What follows belongs to an exercise in optimizing a design on an open flow for small area and a short achievable clock period; a production flow would make more cautious choices.
At most, simulation tests tie the RTL to the original design; equivalence was not proved.

==> flow/design.v (excerpt) <==
module ALU(X, B, R, y, valid_in, clk);
    input [15:0] X, B;
    input clk;
    input R;
    input valid_in;
    output reg [38:0] y;
  wire [6:0] yh = y[38:32] & {7{~R}};
  wire [6:0] hi;
  wire n1;
  c_f0 u_n1 (.i0(valid_in), .i1(R), .o0(n1));
  wire n2;
  c_f1 u_n2 (.i0(B[0]), .i1(valid_in), .i2(R), .o0(n2));
  wire n3;
  c_f1 u_n3 (.i0(B[1]), .i1(valid_in), .i2(R), .o0(n3));
  wire n4;
  c_f1 u_n4 (.i0(B[2]), .i1(valid_in), .i2(R), .o0(n4));
  wire n5;
  c_f1 u_n5 (.i0(B[3]), .i1(valid_in), .i2(R), .o0(n5));
  wire n6;
  c_f1 u_n6 (.i0(B[4]), .i1(valid_in), .i2(R), .o0(n6));
  wire n7;
  c_f1 u_n7 (.i0(B[5]), .i1(valid_in), .i2(R), .o0(n7));
  wire n8;
  c_f1 u_n8 (.i0(B[6]), .i1(valid_in), .i2(R), .o0(n8));
  wire n9;
  c_f1 u_n9 (.i0(B[7]), .i1(valid_in), .i2(R), .o0(n9));
  wire n10;
  c_f1 u_n10 (.i0(B[8]), .i1(valid_in), .i2(R), .o0(n10));
  wire n11;
  c_f1 u_n11 (.i0(B[9]), .i1(valid_in), .i2(R), .o0(n11));
  wire n12;
  c_f1 u_n12 (.i0(B[10]), .i1(valid_in), .i2(R), .o0(n12));
  wire n13;
  c_f1 u_n13 (.i0(B[11]), .i1(valid_in), .i2(R), .o0(n13));
  wire n14;
  c_f1 u_n14 (.i0(B[12]), .i1(valid_in), .i2(R), .o0(n14));
  wire n15;
  c_f1 u_n15 (.i0(B[13]), .i1(valid_in), .i2(R), .o0(n15));
  wire n16;
  c_f1 u_n16 (.i0(B[14]), .i1(valid_in), .i2(R), .o0(n16));
  wire n17;
  c_f1 u_n17 (.i0(B[15]), .i1(valid_in), .i2(R), .o0(n17));
  wire n18;
  c_f2 u_n18 (.i0(X[0]), .o0(n18));
  wire n19;
  c_f2 u_n19 (.i0(X[1]), .o0(n19));
  wire n20;
  c_f2 u_n20 (.i0(X[2]), .o0(n20));
  wire n21;
  c_f2 u_n21 (.i0(X[3]), .o0(n21));
  wire n22;
  c_f2 u_n22 (.i0(X[4]), .o0(n22));
  ...
Size: roughly 1100 cells after synthesis, ~39 flip-flops, about 9600 um2 of cells after synthesis.
export LEC_CHECK = 0
export CAP_MARGIN = 20
export CORE_MARGIN = 2
export CORE_UTILIZATION = 40
export SETUP_SLACK_MARGIN = 3
export SLEW_MARGIN = 20
export SYNTH_HIERARCHICAL = 1
export SYNTH_MINIMUM_KEEP_SIZE = 0
create_clock -name core_clock -period 10.0 [get_ports {clk}]
standard.sh (not shown) runs the stock make flow with config.mk's settings and CLKGATE_MAP_FILE= SYNTH_SCRIPT=/design/flow/synth_recipe.tcl, a recipe that flattens the netlist after the stock synthesis.
==> flow/flow/run.sh <==
#!/bin/bash
# The standard layout, with every input and output port buffered by a
# plain buffer (buf_2) instead of the default delay-cell buffer; the
# resizer may then size these buffers like any other.
set -euo pipefail
cd "$(dirname "$0")/.."
export BUFFER_PORTS_ARGS="-buffer_cell sky130_fd_sc_hd__buf_2"
bash standard.sh > flow_standard.log 2>&1
Rerun with:
--- a/flow/config.mk
+++ b/flow/config.mk
@@ -11 +11 @@
-export SETUP_SLACK_MARGIN = 3
+export SETUP_SLACK_MARGIN = 3.5
Effect: Non-clock buffer count fell by 20. Cell count is lower by 1.2%. Routed wire length went up by about 1%. Synthesized area is unchanged. Setup slack loses 0.086 ns. Global-route usage barely changes. Die area is unchanged.
No functional check of the RTL was part of any run of this note.

v41:
Another version of the RTL of ALU (not shown whole).
For scale: ~1100 cells after synthesis, roughly 39 flip-flops, roughly 74 I/O pins, about 9700 µm² of cells after synthesis.
export LEC_CHECK = 0
export CAP_MARGIN = 20
export CORE_MARGIN = 2
export CORE_UTILIZATION = 40
export SETUP_SLACK_MARGIN = 3
export SLEW_MARGIN = 20
export SYNTH_HIERARCHICAL = 1
export SYNTH_MINIMUM_KEEP_SIZE = 0
create_clock -name core_clock -period 10.0 [get_ports {clk}]
Scripts as last shown in full above: flow/flow/run.sh
v41 ran to completion and came out clean on the timing, DRC and antenna checks.
Relative to v41, the following input files were edited for v27:
- changing SETUP_SLACK_MARGIN from 3 to 2.5
==> flow/flow/run.sh <==
#!/bin/bash
# The standard layout, with every input and output port buffered by a
# plain buffer (buf_2) instead of the default delay-cell buffer, and
# power recovery (downsizing of gates off the critical paths) after
# global routing.
set -euo pipefail
cd "$(dirname "$0")/.."
bash standard.sh "BUFFER_PORTS_ARGS=-buffer_cell sky130_fd_sc_hd__buf_2" RECOVER_POWER=100 finish > flow_standard.log 2>&1
Results
- v27 packs its core looser than v41.
- Diff v27..v41 | number of inserted diodes | unchanged
- The run showing the greater setup slack after placement is v41.
- Sum of routed wire length over all layers of v27 falls short of that of v41 slightly.
- Diff v41 -> v27: non-filler instance count after layout went down, core box area stayed essentially flat, setup total negative slack comparable.
--- input diff v27..v43 ---
- SETUP_SLACK_MARGIN: 2.5 -> 3
- CORE_UTILIZATION: 40 -> 60
==> flow/flow/run.sh <==
#!/bin/bash
# The standard layout, with every input and output port buffered by a
# plain buffer (buf_2) instead of the default delay-cell buffer; the
# resizer may then size these buffers like any other.
set -euo pipefail
cd "$(dirname "$0")/.."
export BUFFER_PORTS_ARGS="-buffer_cell sky130_fd_sc_hd__buf_2"
bash standard.sh > flow_standard.log 2>&1
Findings:
Of v27 and v43, the higher critical path depth belongs to v43. The clock buffer count in the final layout of v43 is lower than that of v27. Diff v27 -> v43: final instance count without filler cells went down by about 5%. Master of the slowest instance on the critical path: sky130_fd_sc_hd__and2_0 -> v27, sky130_fd_sc_hd__fa_2 -> v43. Post-layout minimum cycle time, v27 and v43: smaller value in v43. Die width in v43 is 29 µm below v27. Later-pin clock latency in the skew report: v43 vs v27 down 0.02 ns.
> inputs changed (v43 -> v1)
- swapping 60 for 40 in CORE_UTILIZATION
- swapping 3 for 3.5 in SETUP_SLACK_MARGIN
Summary of v1 over v43: overall global routing resource usage went down 11 points, post-CTS setup buffer count grew by about 70%, global-route met3 utilization now smaller, critical path depth went down about 9%. v1 vs v43 — core region area climbed by more than half. Relative to v43, fraction of layout instances using a drive strength above 1 increased by 4.5 points in v1. Between v43 and v1, the multi-input combinational cell count figures differ only marginally. [v1] final clock period utilization by the worst path fell 1.9 points relative to v43. Relative to v43, the wire length per cell after detailed routing measured on v1 has decreased by more than 10%. Looking at first-pass GRT wire length, v1 sits about 1.8% lower than v43 does.

ALU, a different RTL version from the one above (not shown whole).
Size: about 39 flip-flops, about 9700 um2 of cells after synthesis.
clock: 10.0 ns
lec_check: 0
cap_margin: 20
core_margin: 2
core_utilization: 40
place_density: 0.8
setup_slack_margin: 3
slew_margin: 20
synth_hierarchical: 1
synth_minimum_keep_size: 0
==> flow/flow/run.sh <==
#!/bin/bash
# The standard layout, with every input and output port buffered by a
# plain buffer (buf_1) instead of the default delay-cell buffer; the
# resizer may then size these buffers like any other.
set -euo pipefail
cd "$(dirname "$0")/.."
export BUFFER_PORTS_ARGS="-buffer_cell sky130_fd_sc_hd__buf_1"
bash standard.sh > flow_standard.log 2>&1
Next try:
--- a/flow/config.mk
+++ b/flow/config.mk
@@ -8 +8 @@
-export CAP_MARGIN = 20
+export CAP_MARGIN = 5
@@ -13 +13 @@
-export SLEW_MARGIN = 20
+export SLEW_MARGIN = 5
=> The changed run completed with no timing, DRC or antenna violations; clock skew is unchanged; core utilization does not change; final cell count stays the same; via count does not change.
Next try:
--- a/flow/flow/run.sh
+++ b/flow/flow/run.sh
@@ -3 +3 @@
-# plain buffer (buf_1) instead of the default delay-cell buffer; the
+# plain buffer (buf_2) instead of the default delay-cell buffer; the
@@ -7 +7 @@
-export BUFFER_PORTS_ARGS="-buffer_cell sky130_fd_sc_hd__buf_1"
+export BUFFER_PORTS_ARGS="-buffer_cell sky130_fd_sc_hd__buf_2"
--- a/flow/config.mk
+++ b/flow/config.mk
@@ -8 +8 @@
-export CAP_MARGIN = 5
+export CAP_MARGIN = 20
@@ -11 +10,0 @@
-export PLACE_DENSITY = 0.8
@@ -13 +12 @@
-export SLEW_MARGIN = 5
+export SLEW_MARGIN = 20
Final area increases by 1.8%.
Global-route usage increases by 1.1 points.
Final cell count increases by 1.1%.
Non-clock buffer count increases by 15.
Next try:
--- a/flow/config.mk
+++ b/flow/config.mk
@@ -10,0 +11 @@
+export PLACE_DENSITY = 0.8
Wire length fell by 2.7%.
Worst setup slack got worse by 0.073 ns.
Clock skew hardly moves.
Register-to-register slack stays flat.
Cell area goes down by 1.5%.
Hold slack gets worse by 0.0045 ns.
Via count rose by 3.3%.

ALU, a different RTL version from the one above (not shown whole).
For scale: ~1,100 cells after synthesis, about 9600 µm² of cells after synthesis.
clock: 10.0 ns
lec_check: 0
cap_margin: 20
core_margin: 2
core_utilization: 40
place_density: 0.8
setup_slack_margin: 3
slew_margin: 20
synth_hierarchical: 1
synth_minimum_keep_size: 0
==> flow/flow/run.sh <==
#!/bin/bash
# The standard layout, with every input and output port buffered by a
# plain buffer (buf_1) instead of the default delay-cell buffer; the
# resizer may then size these buffers like any other.
set -euo pipefail
cd "$(dirname "$0")/.."
export BUFFER_PORTS_ARGS="-buffer_cell sky130_fd_sc_hd__buf_1"
bash standard.sh > flow_standard.log 2>&1
The starting point completed with no timing, DRC or antenna violations.
==> next run, changes <==
Settings changed: GPL_ROUTABILITY_DRIVEN set to 0, SETUP_SLACK_MARGIN 3 to 2.75.
Result:
- The new run went through all stages and came out clean
- sequential share of layout area climbs by 0.25 points
- setup slack loses 0.19 ns
- design area drops by 3.5%
==> next run, changes <==
Settings changed: GPL_ROUTABILITY_DRIVEN 0 to not set.
Effect: The new run completed with no timing, DRC or antenna violations. Cell count does not change. Setup slack stays the same. Cell area is unchanged. Count of clock-buffer cells in the layout is unchanged. Worst hold slack does not change. Area after synthesis is unchanged.

Setup of v8:
Another version of the RTL of ALU (not shown whole).
For scale: ~1,200 cells after synthesis, ~39 flip-flops, roughly 74 I/O pins, about 11,000 um^2 of cells after synthesis.
Design ALU, start of the top module:
module ALU(X, B, R, y, valid_in, clk);
    input [15:0] X, B;
    input clk;
    input R;
    input valid_in;
    output reg [38:0] y;
    wire v = valid_in & ~R;
    wire [15:0] bg = B & {16{v}};
    wire [38:0] yg = y & {39{~R}};
    wire [255:0] pp;
    genvar gi, gj;
    generate
        for (gi = 0; gi < 16; gi = gi + 1) begin : g_row
            for (gj = 0; gj < 16; gj = gj + 1) begin : g_col
                assign pp[gi*16+gj] = X[gi] & bg[gj];
            end
        end
    endgenerate
  wire hs0, hc0;
  ha u_ha0 (.a(pp[13]), .b(pp[28]), .s(hs0), .co(hc0));
  wire fs0, fc0;
  fa u_fa0 (.a(pp[14]), .b(pp[29]), .c(pp[44]), .s(fs0), .co(fc0));
  wire hs1, hc1;
  ha u_ha1 (.a(pp[59]), .b(pp[74]), .s(hs1), .co(hc1));
  wire fs1, fc1;
  fa u_fa1 (.a(pp[15]), .b(pp[30]), .c(pp[45]), .s(fs1), .co(fc1));
  wire fs2, fc2;
  fa u_fa2 (.a(pp[60]), .b(pp[75]), .c(pp[90]), .s(fs2), .co(fc2));
  wire hs2, hc2;
  ha u_ha2 (.a(pp[105]), .b(pp[120]), .s(hs2), .co(hc2));
  wire fs3, fc3;
  fa u_fa3 (.a(pp[31]), .b(pp[46]), .c(pp[61]), .s(fs3), .co(fc3));
  wire fs4, fc4;
  fa u_fa4 (.a(pp[76]), .b(pp[91]), .c(pp[106]), .s(fs4), .co(fc4));
  wire hs3, hc3;
  ha u_ha3 (.a(pp[121]), .b(pp[136]), .s(hs3), .co(hc3));
  wire fs5, fc5;
  fa u_fa5 (.a(pp[47]), .b(pp[62]), .c(pp[77]), .s(fs5), .co(fc5));
  wire fs6, fc6;
  fa u_fa6 (.a(pp[92]), .b(pp[107]), .c(pp[122]), .s(fs6), .co(fc6));
  wire fs7, fc7;
  ...
clock: 10.0 ns
lec_check: 0
cap_margin: 20
core_margin: 2
core_utilization: 40
slew_margin: 20
run.sh (not shown) runs the stock make flow with config.mk's settings and CLKGATE_MAP_FILE= SYNTH_SCRIPT=/design/flow/synth_recipe.tcl, a recipe that flattens the netlist after the stock synthesis.
Stock flow here: none of the scripts above is used.
[inputs] v37 vs v8
# v8
export LEC_CHECK = 0
export CAP_MARGIN = 20
export CORE_MARGIN = 2
export CORE_UTILIZATION = 40
export SLEW_MARGIN = 20
create_clock -name core_clock -period 10.0 [get_ports {clk}]
# v37
export LEC_CHECK = 0
export CAP_MARGIN = 20
export CORE_MARGIN = 2
export CORE_UTILIZATION = 40
export SETUP_SLACK_MARGIN = 3
export SLEW_MARGIN = 20
create_clock -name core_clock -period 10.0 [get_ports {clk}]
==> comparison <==
Looking at final cycle utilization of the critical path across v8 and v37, the one that comes out lower is v37. In v37 the worst setup slack turned out 1.52 ns higher than in v8. Sequential share of layout area, v8 and v37: smaller value in v37. Worst path arrival time, v8 and v37, higher one = v8. Per the comparison of v37 with v8, post-detailed-routing wire length went up. v37 gives less worst hold slack than v8 did.

Setup of run E:
Another version of the RTL of ALU (not shown whole).
Size in the first run: roughly 1100 cells after synthesis, ~39 flip-flops.
Settings: LEC_CHECK=0, CAP_MARGIN=20, CORE_MARGIN=2, CORE_UTILIZATION=40, SETUP_SLACK_MARGIN=2.5, SLEW_MARGIN=20, SYNTH_HIERARCHICAL=1, SYNTH_MINIMUM_KEEP_SIZE=0; clock period 10.0 ns.
standard.sh (not shown) runs the stock make flow with config.mk's settings and CLKGATE_MAP_FILE= SYNTH_SCRIPT=/design/flow/synth_recipe.tcl, a recipe that flattens the netlist after the stock synthesis.
==> flow/flow/run.sh <==
#!/bin/bash
# The standard layout, with every input and output port buffered by a
# plain buffer (buf_2) instead of the default delay-cell buffer; the
# resizer may then size these buffers like any other.
set -euo pipefail
cd "$(dirname "$0")/.."
export BUFFER_PORTS_ARGS="-buffer_cell sky130_fd_sc_hd__buf_2"
bash standard.sh > flow_standard.log 2>&1
Run E has completed all stages; timing, DRC and antenna checks passed.
Input-level comparison between run D and run E:
# run E
export LEC_CHECK = 0
export CAP_MARGIN = 20
export CORE_MARGIN = 2
export CORE_UTILIZATION = 40
export SETUP_SLACK_MARGIN = 2.5
export SLEW_MARGIN = 20
export SYNTH_HIERARCHICAL = 1
export SYNTH_MINIMUM_KEEP_SIZE = 0
create_clock -name core_clock -period 10.0 [get_ports {clk}]
# run D
export LEC_CHECK = 0
export CAP_MARGIN = 20
export CORE_MARGIN = 2
export CORE_UTILIZATION = 40
export SETUP_SLACK_MARGIN = 2
export SLEW_MARGIN = 20
export SYNTH_HIERARCHICAL = 1
export SYNTH_MINIMUM_KEEP_SIZE = 0
create_clock -name core_clock -period 10.0 [get_ports {clk}]
==> flow/run.sh (new file) <==
#!/bin/bash
# synth_recipe.tcl (not shown) runs the flow's synth.tcl, then flattens the netlist and writes it again
# the make line also repeats each setting of config.mk as NAME=value (left out here)
make -C /OpenROAD-flow-scripts/flow DESIGN_CONFIG=/design/flow/config.mk WORK_HOME=/design/flow/orfs CLKGATE_MAP_FILE= SYNTH_SCRIPT=/design/flow/synth_recipe.tcl finish
removed: flow/flow/run.sh
removed: flow/standard.sh
Run D completed every stage of the flow, and the final layout passed the timing, DRC and antenna checks. Taking run E as the reference, in run D wire length after detailed routing held, transition time at the pin with the least slew margin went up 210 ps, final standard cell count with taps included and fillers excluded held.
No run of this note included a check of the RTL's function; only the layout flow was run.

## port drivers added, routing unchanged
The flow's constraints put no driver on any port. The routed layouts listed below were extracted and timed again, unchanged, in two steps.
Step 1 assumes that a clkbuf_16 drives the clock port and a buf_2 every other input.
Step 2 adds t to the input delays and takes it off the output delays; t is the mean of the earliest and latest rising clock arrival at the registers after step 1. Input paths then give back, and output paths get back, about the clock's delay inside the block.
Three values: no drivers, after step 1, after step 2; two values: the first two.
run | shift t [ns] | setup slack, ns | worst setup path after step 2 | cell pins on the clock port's net
the first run of note 1 | 0.354 | 2.865 / 2.639 / 2.285 | input to register | 1
the second run of note 1 | 0.351 | 2.779 / 2.661 / 2.310 | input to register | 1
v41 | 0.343 | 2.846 / 2.843 / 2.500 | input to register | 1
v27 | 0.353 | 1.644 / 1.670 / 1.317 | input to register | 1
v43 | 0.320 | 2.748 / 2.718 / 2.398 | input to register | 1
v1 | 0.349 | 2.933 / 2.932 / 2.584 | input to register | 1
the first run of note 3 | 0.344 | 3.006 / 2.879 / 2.536 | input to register | 1
the second run of note 3 | 0.344 | 3.006 / 2.879 / 2.536 | input to register | 1
the third run of note 3 | 0.343 | 3.000 / 2.892 / 2.549 | input to register | 1
the fourth run of note 3 | 0.346 | 2.927 / 2.799 / 2.453 | input to register | 1
the first run of note 4 | 0.341 | 3.019 / 2.984 / 2.644 | input to register | 1
the second run of note 4 | 0.346 | 2.832 / 2.846 / 2.501 | input to register | 1
the third run of note 4 | 0.346 | 2.832 / 2.846 / 2.501 | input to register | 1
v8 | 0.324 | 0.514 / 0.522 / 0.198 | input to register | 1
v37 | 0.333 | 2.032 / 2.023 / 1.691 | input to register | 1
run E | 0.340 | 2.688 / 2.714 / 2.374 | input to register | 1
run D | 0.346 | 2.227 / 2.246 / 1.900 | input to register | 1
After both steps setup and hold are still met in every run listed. The setup slack of the first run of note 1, which loses most, moves by -0.226 ns with the drivers and by -0.580 ns with both steps.
